Context: an optimization exercise on an open-source flow, tuned for small area and a short achievable clock period. The choices shown serve that exercise and are no tape-out recipe. The RTL was checked by simulation tests, not by an equivalence proof against the original design. The clock port is modelled as an ideal driver; clocking choices that lean on that would not hold on a real chip. Power figures rest on the tool's default switching activity, not on a simulated workload.

## run K
==> module SPI_SLAVE, before the edit <==
module SPI_SLAVE (MOSI,MISO,SS_n,clk,rst_n,rx_data,rx_valid, tx_data, tx_valid);
input MOSI,SS_n,clk,rst_n,tx_valid;
input [7:0] tx_data;
output reg MISO;
output reg rx_valid;
output reg [9:0] rx_data; 
localparam [2:0] IDLE=3'd0, CHK_CMD=3'd1, WRITE=3'd2, READ_ADD=3'd3, READ_DATA=3'd4;
reg [2:0] cs,ns;
reg rd_flag;  
reg [3:0] state_countout;
reg[3:0] MISO_CountOut;
wire counter_enable;  
wire counter_done;  
reg MISO_CountEn; 
wire MISO_CountDone;
always@(posedge clk or negedge rst_n) begin
  if(~rst_n) begin
    cs<= IDLE;
  end
  else begin
    cs<=ns;
  end
end  
always@(*) begin
  case(cs)
  IDLE: begin 
    if(~SS_n) 
      ns=CHK_CMD;
    else 
      ns=IDLE;
  end
  CHK_CMD:
    if(~SS_n) begin
      if(MOSI && ~rd_flag) begin
         ns=READ_ADD;
        end
        else if(MOSI && rd_flag) begin
         ns=READ_DATA;
        end
        else begin
         ns=WRITE;
        end
    end
    else begin
      ns=IDLE;
    end
  READ_DATA:
    if(SS_n) begin
      ns=IDLE;
    end
    else begin
      ns=READ_DATA;
    end
  READ_ADD:
    if(SS_n) begin
      ns=IDLE;
    end
    else begin
      ns=READ_ADD;
    end
  WRITE:
     if(SS_n) begin
      ns=IDLE;
    end
    else begin
      ns=WRITE;
    end
default:begin 
  ns=IDLE;
end
    endcase
end
always@ (posedge clk or negedge  rst_n) begin
  if(!rst_n) begin
    rd_flag<=0;
  end
  else begin
    if(cs!=IDLE) begin
      if(cs==READ_ADD && counter_done) begin
        rd_flag<=1;
      end
      else if (cs==READ_DATA && counter_done && MISO_CountDone)begin
        rd_flag<=0;
      end
    end
  end
end
always@ (posedge clk) begin
  if(cs==IDLE) begin
    MISO<=0; 
    rx_data<=0;
  end
  else begin
  if(counter_enable) begin
    rx_data<={MOSI,rx_data[9:1]};
  end
  if(MISO_CountEn&&(cs==READ_DATA)) begin
    MISO<= tx_data[MISO_CountOut];
  end
end
end
always@(posedge clk or negedge rst_n) begin
  if(~rst_n) begin
    state_countout<=0;
    MISO_CountOut<=7;  
    MISO_CountEn<=0;
  end
  else begin
    if(cs==IDLE)begin
      state_countout<=0;
      MISO_CountOut<=7;
      MISO_CountEn<=0;
    end
    else if(counter_enable) begin
      state_countout<=state_countout+1;
    end
    if(counter_done) begin
      state_countout<=0;
      MISO_CountOut<=7;  
    end
    if(counter_done&&cs==READ_DATA)begin
    MISO_CountEn<=1;
    end
    if(MISO_CountEn) begin
      MISO_CountOut<=MISO_CountOut-1;
    end
    if (MISO_CountDone) begin
      MISO_CountOut<=7;
      MISO_CountEn<=0;
    end
  end  
end
assign counter_enable=(cs != IDLE && cs!=CHK_CMD && ~counter_done && ~MISO_CountEn)?1:0;
assign counter_done = (state_countout==4'b1010)?1:0;
assign MISO_CountDone = (MISO_CountOut== 0)?1:0;
always @(posedge clk ) begin
  if(counter_done)begin
    rx_valid<=1;
  end
  else begin
    rx_valid<=0;
  end
end
endmodule
clock: 4.0 ns
lec_check: 0
abc_area: 1
cap_margin: 20
core_margin: 2
core_utilization: 75
cts_buf_list: sky130_fd_sc_hd__clkbuf_16
cts_cluster_diameter: 70
cts_cluster_size: 28
setup_slack_margin: 2.35
slew_margin: 20
standard.sh (not shown) runs the stock make flow with config.mk's settings and CLKGATE_MAP_FILE= SYNTH_SCRIPT=/design/flow/synth_recipe.tcl, a recipe that flattens the netlist after the stock synthesis.
==> flow/flow/run.sh <==
#!/bin/bash
# The standard layout, with one change after CTS: the levels of the clock
# tree between the clock port and CTS's leaf buffers are replaced by four
# buf_16 buffers that the port drives directly, and the leaf buffers become
# buf_12 (flow/ctsfix.tcl).
set -euo pipefail
WORK=$(pwd)
R=$WORK/orfs/results/$FLOW_PLATFORM/SPI_Wrapper/base

# 1. standard synthesis, floorplan, placement and CTS
bash standard.sh cts > "$WORK/std_to_cts.log" 2>&1

# 2. rebuild the top of the clock tree
cp "$R/4_cts.odb" "$WORK/4_cts_standard.odb"
FLOW_HOME="$FLOW_HOME" FLOW_PLATFORM="$FLOW_PLATFORM" \
  IN_ODB="$WORK/4_cts_standard.odb" IN_SDC="$R/4_cts.sdc" OUT_ODB="$WORK/4_cts_fixed.odb" \
  NROOT=4 CLK_PORT=clk ROOT_CELL=sky130_fd_sc_hd__buf_16 LEAF_CELL=sky130_fd_sc_hd__buf_12 \
  openroad -no_init -exit "$WORK/flow/ctsfix.tcl" > "$WORK/ctsfix.log" 2>&1
cp "$WORK/4_cts_fixed.odb" "$R/4_cts.odb"
touch "$R/4_cts.odb" "$R/4_cts.sdc"

# 3. the rest of the standard layout
bash standard.sh > "$WORK/std_route_finish.log" 2>&1
Other scripts of this flow, unchanged in this note and not shown: flow/flow/ctsfix.tcl
Edits applied to the flow inputs when going from run K to run X:
diff --git a/flow/design.v b/flow/design.v
--- a/flow/design.v
+++ b/flow/design.v
@@ -88,11 +88,11 @@
 output reg [9:0] rx_data; 
 localparam [2:0] IDLE=3'd0, CHK_CMD=3'd1, WRITE=3'd2, READ_ADD=3'd3, READ_DATA=3'd4;
 reg [2:0] cs,ns;
 reg rd_flag;  
 reg [3:0] state_countout;
-reg[3:0] MISO_CountOut;
+reg[2:0] MISO_CountOut;  
 wire counter_enable;  
 wire counter_done;  
 reg MISO_CountEn; 
 wire MISO_CountDone;
 always@(posedge clk or negedge rst_n) begin
@@ -159,13 +159,10 @@
   else begin
     if(cs!=IDLE) begin
       if(cs==READ_ADD && counter_done) begin
         rd_flag<=1;
       end
-      else if (cs==READ_DATA && counter_done && MISO_CountDone)begin
-        rd_flag<=0;
-      end
     end
   end
 end
 always@ (posedge clk) begin
   if(cs==IDLE) begin
@@ -174,11 +171,11 @@
   end
   else begin
   if(counter_enable) begin
     rx_data<={MOSI,rx_data[9:1]};
   end
-  if(MISO_CountEn&&(cs==READ_DATA)) begin
+  if(MISO_CountEn) begin
     MISO<= tx_data[MISO_CountOut];
   end
 end
 end
 always@(posedge clk or negedge rst_n) begin
--- outcome ---
Row depth of the worst register-to-register path: run X lower / run K higher
The internal power was comparable across run K and run X.
Taking run K as the reference, in run X placed cell area saw little to no change; number of standard cells in the final layout excluding fillers saw an increase; power density of the placed cells saw an increase.
Diff run K -> run X: detailed-route wire length on metal 1 saw a decrease, mapped cell area lower, worst setup slack went down by 0.0036 ns, area share of and/or/nand/nor cells after synthesis picked up an extra 0.72 points.
Number of nets at the end of the flow (lower): run K
On met2 layer usage reported by global route: between run K and run X, it ends up lower for run X.
Compared with run K, routed wire length in run X decreased by a few percent.
Run X vs. run K: post-place setup slack went up 0.26 ns; number of diodes added for antenna fixing has increased.

what the ideal ports hide:
No port has a modelled driver above. Below, the same layouts with a new extraction and two added sets of constraints. Step 1: set_driving_cell puts a clkbuf_16 on clk and a buf_2 on each other input, an assumption about the parent block. Step 2 moves the port delays by t, midway between the first and last clock arrival at a register: inputs arrive t later, outputs are due t later. That takes back most of the time a late clock gives input paths. Three values: ideal ports, drivers, drivers and shift; two values: the first two.
run	t (ns)	setup WS [ns]	slew at the worst register clock pin (ns)	worst data-port slew with drivers (ns)
run K	0.614	2.274 / 2.127 / 2.049	0.12 / 0.12	0.03
run X	0.615	2.271 / 2.123 / 2.008	0.11 / 0.11	0.03
After both steps every run listed still meets setup and hold. For run X, which loses most, drivers alone change the setup slack by -0.148 ns; drivers and shift together by -0.263 ns.
